Background: an optimization exercise with open tools, aiming at a short achievable clock period. Do not read the settings as production practice.
Power figures rest on the tool's default switching activity, not on a simulated workload.

==> flow/design.v <==
module alu (
    input  wire [7:0] g,
    input  wire [7:0] p,
    output wire [7:0] result
);
    wire [7:0] g1, p1, g2, p2, g3;
    assign g1 = g | (p & {g[6:0], 1'b0});
    assign p1 = p & {p[6:0], 1'b1};
    assign g2 = g1 | (p1 & {g1[5:0], 2'b0});
    assign p2 = p1 & {p1[5:0], 2'b11};
    assign g3 = g2 | (p2 & {g2[3:0], 4'b0});
    assign result = p ^ {g3[6:0], 1'b0};
endmodule
module register (
    input  wire       clk,
    input  wire [7:0] dsel,       
    input  wire [2:0] dlow,       
    input  wire       dvalid,     
    input  wire [7:0] wdata,      
    input  wire       new_d,      
    input  wire [3:0] rd,         
    output reg  [7:0] op1,
    output wire [7:0] op1_nx
);
    reg [7:0] r [0:7];
    integer i;
    always @(posedge clk)
        for (i = 0; i < 8; i = i + 1)
            if (dsel[i]) r[i] <= wdata;
    wire       byp  = dvalid && (dlow == rd[2:0]);
    wire [7:0] rnew = rd[3] ? 8'h00 : (byp ? wdata : r[rd[2:0]]);
    wire [7:0] rold = dvalid ? wdata : 8'h00;
    assign op1_nx = new_d ? rnew : rold;
    always @(posedge clk)
        op1 <= op1_nx;
endmodule
module memory #(
    parameter LB = 4,
    parameter NP = 1 << (8 - LB),
    parameter NL = 1 << LB
) (
    input  wire          clk,
    input  wire [NP-1:0] wsel,       
    input  wire [NL-1:0] lo_oh,      
    input  wire [7:0]    wdata,      
    input  wire [LB-1:0] lo_new,     
    input  wire [NP-1:0] s_new,      
    input  wire          s_old,      
    input  wire          s_wb,       
    input  wire          we,         
    output reg  [7:0]    data_out,   
    output reg  [7:0]    hold        
);
    reg [7:0] mem [0:255];
    reg [7:0] pn [0:NP-1];
    reg [7:0] ma_old;
    reg [7:0] wb;
    integer i, j;
    always @(posedge clk)
        for (i = 0; i < 256; i = i + 1)
            if (wsel[i / NL] && lo_oh[i % NL]) mem[i] <= wdata;
    always @(posedge clk)
        for (j = 0; j < NP; j = j + 1)
            pn[j] <= mem[(j << LB) | lo_new];
    reg [7:0] m_at_a;
    always @(*) begin
        m_at_a = (ma_old & {8{s_old}}) | (wb & {8{s_wb}});
        for (j = 0; j < NP; j = j + 1)
            m_at_a = m_at_a | (pn[j] & {8{s_new[j]}});
    end
    always @(*) begin
        data_out = (ma_old & {8{s_old & !we}}) | (wb & {8{s_wb & !we}}) | (hold & {8{we}});
        for (j = 0; j < NP; j = j + 1)
            data_out = data_out | (pn[j] & {8{s_new[j] & !we}});
    end
    always @(posedge clk) begin
        ma_old <= m_at_a;
        wb <= wdata;
        hold <= data_out;
    end
endmodule
module cpu (
    input wire clk,               
    input wire reset,             
    input wire [15:0] instr,      
    output reg [7:0] result       
);
    localparam LB = 4;
    localparam NP = 1 << (8 - LB);
    localparam NL = 1 << LB;
    wire [2:0] op  = instr[14:12];
    wire [3:0] rd  = instr[11:8];
    wire [7:0] imm = instr[7:0];
    wire is_li  = (op == 3'b000);
    wire is_st  = (op == 3'b001);
    wire is_ld  = (op == 3'b010);
    wire is_add = (op == 3'b011);
    wire we_nx  = is_li | is_st | is_add;
    reg          write_enable;    
    reg [7:0]    addr;            
    reg [NP-1:0] wsel;            
    reg [NP-1:0] a_hi_oh;         
    reg [NL-1:0] a_lo_oh;         
    reg [NP-1:0] s_new;           
    reg          s_old, s_wb;
    reg [7:0]    dsel;            
    reg [3:0]    dest_reg;        
    reg [3:0]    dest_q;          
    reg [7:0]    reg_write_data;  
    reg [7:0]    operand2;        
    reg [7:0]    add_g, add_p;    
    wire [7:0]   op1_nx;          
    wire [7:0]   operand1;        
    wire [7:0]   data_out;        
    wire [7:0]   alu_result;      
    wire [7:0]   hold;            
    wire new_a = !reset && (is_st || is_ld);
    wire new_d = !reset && !op[2];
    wire          a_hit  = write_enable && (addr == imm);
    wire          sel_wb = new_a ? a_hit : write_enable;
    wire [NP-1:0] hi_new = {{(NP-1){1'b0}}, 1'b1} << imm[7:LB];
    memory #(.LB(LB)) mem_inst (
        .clk(clk), .wsel(wsel), .lo_oh(a_lo_oh),
        .wdata(reg_write_data), .lo_new(imm[LB-1:0]),
        .s_new(s_new), .s_old(s_old), .s_wb(s_wb),
        .we(write_enable),
        .data_out(data_out), .hold(hold)
    );
    register reg_file (
        .clk(clk), .dsel(dsel), .dlow(dest_q[2:0]), .dvalid(!dest_q[3]), .wdata(reg_write_data),
        .new_d(new_d), .rd(rd), .op1(operand1), .op1_nx(op1_nx)
    );
    alu alu_inst (.g(add_g), .p(add_p), .result(alu_result));
    wire [7:0] b_nx = (!reset && is_add) ? imm : operand2;
    always @(posedge clk or posedge reset) begin
        if (reset) begin
            result <= 8'b0;
            write_enable <= 1'b0;
            wsel <= {NP{1'b0}};
        end else begin
            write_enable <= we_nx;
            wsel <= we_nx ? (new_a ? hi_new : a_hi_oh) : {NP{1'b0}};
            if (is_ld)  result <= data_out;
            if (is_add) result <= alu_result;
        end
    end
    always @(posedge clk) begin
        s_new <= (new_a && !sel_wb) ? hi_new : {NP{1'b0}};
        s_old <= !new_a && !sel_wb;
        s_wb  <= sel_wb;
        add_g <= op1_nx & b_nx;
        add_p <= op1_nx ^ b_nx;
        dest_q <= new_d ? rd : dest_reg;
    end
    always @(posedge clk) begin
        if (!reset) begin
            case (op)
                3'b000: reg_write_data <= imm;
                3'b001: reg_write_data <= operand1;
                3'b010: reg_write_data <= data_out;
                3'b011: begin
                    reg_write_data <= alu_result;
                    operand2 <= imm;
                end
                default: ;
            endcase
            if (new_d) begin
                dsel <= rd[3] ? 8'b0 : (8'b1 << rd[2:0]);
                dest_reg <= rd;
            end
            if (new_a) begin
                addr <= imm;
                a_hi_oh <= hi_new;
                a_lo_oh <= {{(NL-1){1'b0}}, 1'b1} << imm[LB-1:0];
            end
        end
    end
endmodule
clock: 4.0 ns
lec_check: 0
cap_margin: 20
core_margin: 2
core_utilization: 65
setup_slack_margin: 2.4
slew_margin: 20
run.sh (not shown) runs the stock make flow with config.mk's settings and CLKGATE_MAP_FILE= SYNTH_SCRIPT=/design/flow/synth_recipe.tcl, a recipe that flattens the netlist after the stock synthesis.
==> next run, changes <==
--- a/flow/design.v
+++ b/flow/design.v
@@ -65,30 +65,27 @@
     reg [7:0] m_at_a;
     always @(*) begin
         m_at_a = (ma_old & {8{s_old}}) | (wb & {8{s_wb}});
         for (j = 0; j < NP; j = j + 1)
             m_at_a = m_at_a | (pn[j] & {8{s_new[j]}});
     end
-    always @(*) begin
-        data_out = (ma_old & {8{s_old & !we}}) | (wb & {8{s_wb & !we}}) | (hold & {8{we}});
-        for (j = 0; j < NP; j = j + 1)
-            data_out = data_out | (pn[j] & {8{s_new[j] & !we}});
-    end
+    always @(*)
+        data_out = we ? hold : m_at_a;
     always @(posedge clk) begin
         ma_old <= m_at_a;
         wb <= wdata;
         hold <= data_out;
     end
 endmodule
 module cpu (
     input wire clk,               
     input wire reset,             
     input wire [15:0] instr,      
     output reg [7:0] result       
 );
-    localparam LB = 4;
+    localparam LB = 3;
     localparam NP = 1 << (8 - LB);
     localparam NL = 1 << LB;
     wire [2:0] op  = instr[14:12];
     wire [3:0] rd  = instr[11:8];
     wire [7:0] imm = instr[7:0];
     wire is_li  = (op == 3'b000);
@@ -103,13 +100,15 @@
     reg [NL-1:0] a_lo_oh;         
     reg [NP-1:0] s_new;           
     reg          s_old, s_wb;
     reg [7:0]    dsel;            
     reg [3:0]    dest_reg;        
     reg [3:0]    dest_q;          
-    reg [7:0]    reg_write_data;  
+    reg [7:0]    w_reg;           
+    reg          w_h;             
+    wire [7:0]   reg_write_data;  
     reg [7:0]    operand2;        
     reg [7:0]    add_g, add_p;    
     wire [7:0]   op1_nx;          
     wire [7:0]   operand1;        
     wire [7:0]   data_out;        
     wire [7:0]   alu_result;      
@@ -128,12 +127,13 @@
     );
     register reg_file (
         .clk(clk), .dsel(dsel), .dlow(dest_q[2:0]), .dvalid(!dest_q[3]), .wdata(reg_write_data),
         .new_d(new_d), .rd(rd), .op1(operand1), .op1_nx(op1_nx)
     );
     alu alu_inst (.g(add_g), .p(add_p), .result(alu_result));
+    assign reg_write_data = w_h ? hold : w_reg;
     wire [7:0] b_nx = (!reset && is_add) ? imm : operand2;
     always @(posedge clk or posedge reset) begin
         if (reset) begin
             result <= 8'b0;
             write_enable <= 1'b0;
             wsel <= {NP{1'b0}};
@@ -148,24 +148,26 @@
         s_new <= (new_a && !sel_wb) ? hi_new : {NP{1'b0}};
         s_old <= !new_a && !sel_wb;
         s_wb  <= sel_wb;
         add_g <= op1_nx & b_nx;
         add_p <= op1_nx ^ b_nx;
         dest_q <= new_d ? rd : dest_reg;
+        w_h <= !reset && is_ld;
     end
     always @(posedge clk) begin
-        if (!reset) begin
+        if (reset)
+            w_reg <= reg_write_data;
+        else begin
             case (op)
-                3'b000: reg_write_data <= imm;
-                3'b001: reg_write_data <= operand1;
-                3'b010: reg_write_data <= data_out;
+                3'b000: w_reg <= imm;
+                3'b001: w_reg <= operand1;
                 3'b011: begin
-                    reg_write_data <= alu_result;
+                    w_reg <= alu_result;
                     operand2 <= imm;
                 end
-                default: ;
+                default: w_reg <= reg_write_data;
             endcase
             if (new_d) begin
                 dsel <= rd[3] ? 8'b0 : (8'b1 << rd[2:0]);
                 dest_reg <= rd;
             end
             if (new_a) begin
After rerunning: Wire length is higher by 13%; clock skew went up by 24 ps; sequential share of layout area decreases by 2.3 points; setup slack improves by 100 ps; clock-buffer cell count rises by 10; register-to-register slack gets better by 100 ps.
Function was not checked in any run of this note: the RTL went through the layout flow alone.

---

cpu with an RTL version that a note above also has.
For scale: ~5,100 cells after synthesis, ~2,600 flip-flops, ~26 I/O pins.
==> module memory, before the edit <==
module memory #(
    parameter LB = 4,
    parameter NP = 1 << (8 - LB),
    parameter NL = 1 << LB
) (
    input  wire          clk,
    input  wire [NP-1:0] wsel,       
    input  wire [NL-1:0] lo_oh,      
    input  wire [7:0]    wdata,      
    input  wire [LB-1:0] lo_new,     
    input  wire [NP-1:0] s_new,      
    input  wire          s_old,      
    input  wire          s_wb,       
    input  wire          we,         
    output reg  [7:0]    data_out,   
    output reg  [7:0]    hold        
);
    reg [7:0] mem [0:255];
    reg [7:0] pn [0:NP-1];
    reg [7:0] ma_old;
    reg [7:0] wb;
    integer i, j;
    always @(posedge clk)
        for (i = 0; i < 256; i = i + 1)
            if (wsel[i / NL] && lo_oh[i % NL]) mem[i] <= wdata;
    always @(posedge clk)
        for (j = 0; j < NP; j = j + 1)
            pn[j] <= mem[(j << LB) | lo_new];
    reg [7:0] m_at_a;
    always @(*) begin
        m_at_a = (ma_old & {8{s_old}}) | (wb & {8{s_wb}});
        for (j = 0; j < NP; j = j + 1)
            m_at_a = m_at_a | (pn[j] & {8{s_new[j]}});
    end
    always @(*)
        data_out = we ? hold : m_at_a;
    always @(posedge clk) begin
        ma_old <= m_at_a;
        wb <= wdata;
        hold <= data_out;
    end
endmodule
==> module cpu, before the edit <==
module cpu (
    input wire clk,               
    input wire reset,             
    input wire [15:0] instr,      
    output reg [7:0] result       
);
    localparam LB = 3;
    localparam NP = 1 << (8 - LB);
    localparam NL = 1 << LB;
    wire [2:0] op  = instr[14:12];
    wire [3:0] rd  = instr[11:8];
    wire [7:0] imm = instr[7:0];
    wire is_li  = (op == 3'b000);
    wire is_st  = (op == 3'b001);
    wire is_ld  = (op == 3'b010);
    wire is_add = (op == 3'b011);
    wire we_nx  = is_li | is_st | is_add;
    reg          write_enable;    
    reg [7:0]    addr;            
    reg [NP-1:0] wsel;            
    reg [NP-1:0] a_hi_oh;         
    reg [NL-1:0] a_lo_oh;         
    reg [NP-1:0] s_new;           
    reg          s_old, s_wb;
    reg [7:0]    dsel;            
    reg [3:0]    dest_reg;        
    reg [3:0]    dest_q;          
    reg [7:0]    w_reg;           
    reg          w_h;             
    wire [7:0]   reg_write_data;  
    reg [7:0]    operand2;        
    reg [7:0]    add_g, add_p;    
    wire [7:0]   op1_nx;          
    wire [7:0]   operand1;        
    wire [7:0]   data_out;        
    wire [7:0]   alu_result;      
    wire [7:0]   hold;            
    wire new_a = !reset && (is_st || is_ld);
    wire new_d = !reset && !op[2];
    wire          a_hit  = write_enable && (addr == imm);
    wire          sel_wb = new_a ? a_hit : write_enable;
    wire [NP-1:0] hi_new = {{(NP-1){1'b0}}, 1'b1} << imm[7:LB];
    memory #(.LB(LB)) mem_inst (
        .clk(clk), .wsel(wsel), .lo_oh(a_lo_oh),
        .wdata(reg_write_data), .lo_new(imm[LB-1:0]),
        .s_new(s_new), .s_old(s_old), .s_wb(s_wb),
        .we(write_enable),
        .data_out(data_out), .hold(hold)
    );
    register reg_file (
        .clk(clk), .dsel(dsel), .dlow(dest_q[2:0]), .dvalid(!dest_q[3]), .wdata(reg_write_data),
        .new_d(new_d), .rd(rd), .op1(operand1), .op1_nx(op1_nx)
    );
    alu alu_inst (.g(add_g), .p(add_p), .result(alu_result));
    assign reg_write_data = w_h ? hold : w_reg;
    wire [7:0] b_nx = (!reset && is_add) ? imm : operand2;
    always @(posedge clk or posedge reset) begin
        if (reset) begin
            result <= 8'b0;
            write_enable <= 1'b0;
            wsel <= {NP{1'b0}};
        end else begin
            write_enable <= we_nx;
            wsel <= we_nx ? (new_a ? hi_new : a_hi_oh) : {NP{1'b0}};
            if (is_ld)  result <= data_out;
            if (is_add) result <= alu_result;
        end
    end
    always @(posedge clk) begin
        s_new <= (new_a && !sel_wb) ? hi_new : {NP{1'b0}};
        s_old <= !new_a && !sel_wb;
        s_wb  <= sel_wb;
        add_g <= op1_nx & b_nx;
        add_p <= op1_nx ^ b_nx;
        dest_q <= new_d ? rd : dest_reg;
        w_h <= !reset && is_ld;
    end
    always @(posedge clk) begin
        if (reset)
            w_reg <= reg_write_data;
        else begin
            case (op)
                3'b000: w_reg <= imm;
                3'b001: w_reg <= operand1;
                3'b011: begin
                    w_reg <= alu_result;
                    operand2 <= imm;
                end
                default: w_reg <= reg_write_data;
            endcase
            if (new_d) begin
                dsel <= rd[3] ? 8'b0 : (8'b1 << rd[2:0]);
                dest_reg <= rd;
            end
            if (new_a) begin
                addr <= imm;
                a_hi_oh <= hi_new;
                a_lo_oh <= {{(NL-1){1'b0}}, 1'b1} << imm[LB-1:0];
            end
        end
    end
endmodule
clock: 4.0 ns
lec_check: 0
cap_margin: 20
core_margin: 2
core_utilization: 40
setup_slack_margin: 1.8
slew_margin: 20
Then changed:
--- a/flow/design.v
+++ b/flow/design.v
@@ -66,12 +66,15 @@
     always @(*) begin
         m_at_a = (ma_old & {8{s_old}}) | (wb & {8{s_wb}});
         for (j = 0; j < NP; j = j + 1)
             m_at_a = m_at_a | (pn[j] & {8{s_new[j]}});
     end
-    always @(*)
-        data_out = we ? hold : m_at_a;
+    always @(*) begin
+        data_out = (ma_old & {8{s_old & !we}}) | (wb & {8{s_wb & !we}}) | (hold & {8{we}});
+        for (j = 0; j < NP; j = j + 1)
+            data_out = data_out | (pn[j] & {8{s_new[j] & !we}});
+    end
     always @(posedge clk) begin
         ma_old <= m_at_a;
         wb <= wdata;
         hold <= data_out;
     end
@@ -101,13 +104,11 @@
     reg [NP-1:0] s_new;           
     reg          s_old, s_wb;
     reg [7:0]    dsel;            
     reg [3:0]    dest_reg;        
     reg [3:0]    dest_q;          
-    reg [7:0]    w_reg;           
-    reg          w_h;             
-    wire [7:0]   reg_write_data;  
+    reg [7:0]    reg_write_data;  
     reg [7:0]    operand2;        
     reg [7:0]    add_g, add_p;    
     wire [7:0]   op1_nx;          
     wire [7:0]   operand1;        
     wire [7:0]   data_out;        
@@ -128,11 +129,10 @@
     register reg_file (
         .clk(clk), .dsel(dsel), .dlow(dest_q[2:0]), .dvalid(!dest_q[3]), .wdata(reg_write_data),
         .new_d(new_d), .rd(rd), .op1(operand1), .op1_nx(op1_nx)
     );
     alu alu_inst (.g(add_g), .p(add_p), .result(alu_result));
-    assign reg_write_data = w_h ? hold : w_reg;
     wire [7:0] b_nx = (!reset && is_add) ? imm : operand2;
     always @(posedge clk or posedge reset) begin
         if (reset) begin
             result <= 8'b0;
             write_enable <= 1'b0;
@@ -149,24 +149,22 @@
         s_old <= !new_a && !sel_wb;
         s_wb  <= sel_wb;
         add_g <= op1_nx & b_nx;
         add_p <= op1_nx ^ b_nx;
         dest_q <= new_d ? rd : dest_reg;
-        w_h <= !reset && is_ld;
     end
     always @(posedge clk) begin
-        if (reset)
-            w_reg <= reg_write_data;
-        else begin
+        if (!reset) begin
             case (op)
-                3'b000: w_reg <= imm;
-                3'b001: w_reg <= operand1;
+                3'b000: reg_write_data <= imm;
+                3'b001: reg_write_data <= operand1;
+                3'b010: reg_write_data <= data_out;
                 3'b011: begin
-                    w_reg <= alu_result;
+                    reg_write_data <= alu_result;
                     operand2 <= imm;
                 end
-                default: w_reg <= reg_write_data;
+                default: ;
             endcase
             if (new_d) begin
                 dsel <= rd[3] ? 8'b0 : (8'b1 << rd[2:0]);
                 dest_reg <= rd;
             end
The new run completed without violations.
Critical path depth is higher by 3.
Final area rises by 0.62%.
Synthesized area stays flat.
Flip-flop and latch count drops by 1.
Die area is about the same.
Clock power increases by about 8%.
Via count went down by 1.5%.
Setup slack gets worse by 0.26 ns.
Routed wire length went down by 2.6%.
Sequential power decreases by 7.1%.
Global-route usage goes down by 0.55 points.
Maximum frequency fell by 9.7%.
Power came out lower by 4.2%.
Non-clock buffer count drops by 3.
Function was not checked in any run of this note: the RTL went through the layout flow alone.

==> separate check: timing with driven ports <==
How much do the figures lean on ideal ports? The routed layouts below were timed once more, with nothing changed but the port constraints. Step 1: set_driving_cell puts a clkbuf_16 on clk and a buf_2 on each other input, an assumption about the parent block. Step 2 moves the port delays by t, midway between the first and last clock arrival at a register: inputs arrive t later, outputs are due t later. That takes back most of the time a late clock gives input paths. Slacks: ideal ports / drivers / drivers and shift; pairs: ideal ports / drivers.
run	t (ns)	setup WS [ns]	hold slack, ns	worst setup path at the end	cell pins on the clock port's net
the first run of note 1	0.951	1.510 / 1.389 / 0.438	0.292 / 0.232 / 0.482	input to register	1
the second run of note 1	0.983	1.611 / 1.611 / 0.930	0.051 / 0.004 / 0.469	input to register	1
the first run of note 2	0.967	1.632 / 1.632 / 0.921	0.302 / 0.229 / 0.427	input to register	1
the second run of note 2	0.992	1.377 / 1.377 / 0.840	0.425 / 0.379 / 0.441	input to register	1
After both steps every run listed still meets setup and hold. The setup slack of the first run of note 1, which loses most, moves by -0.121 ns with the drivers and by -1.072 ns with both steps.
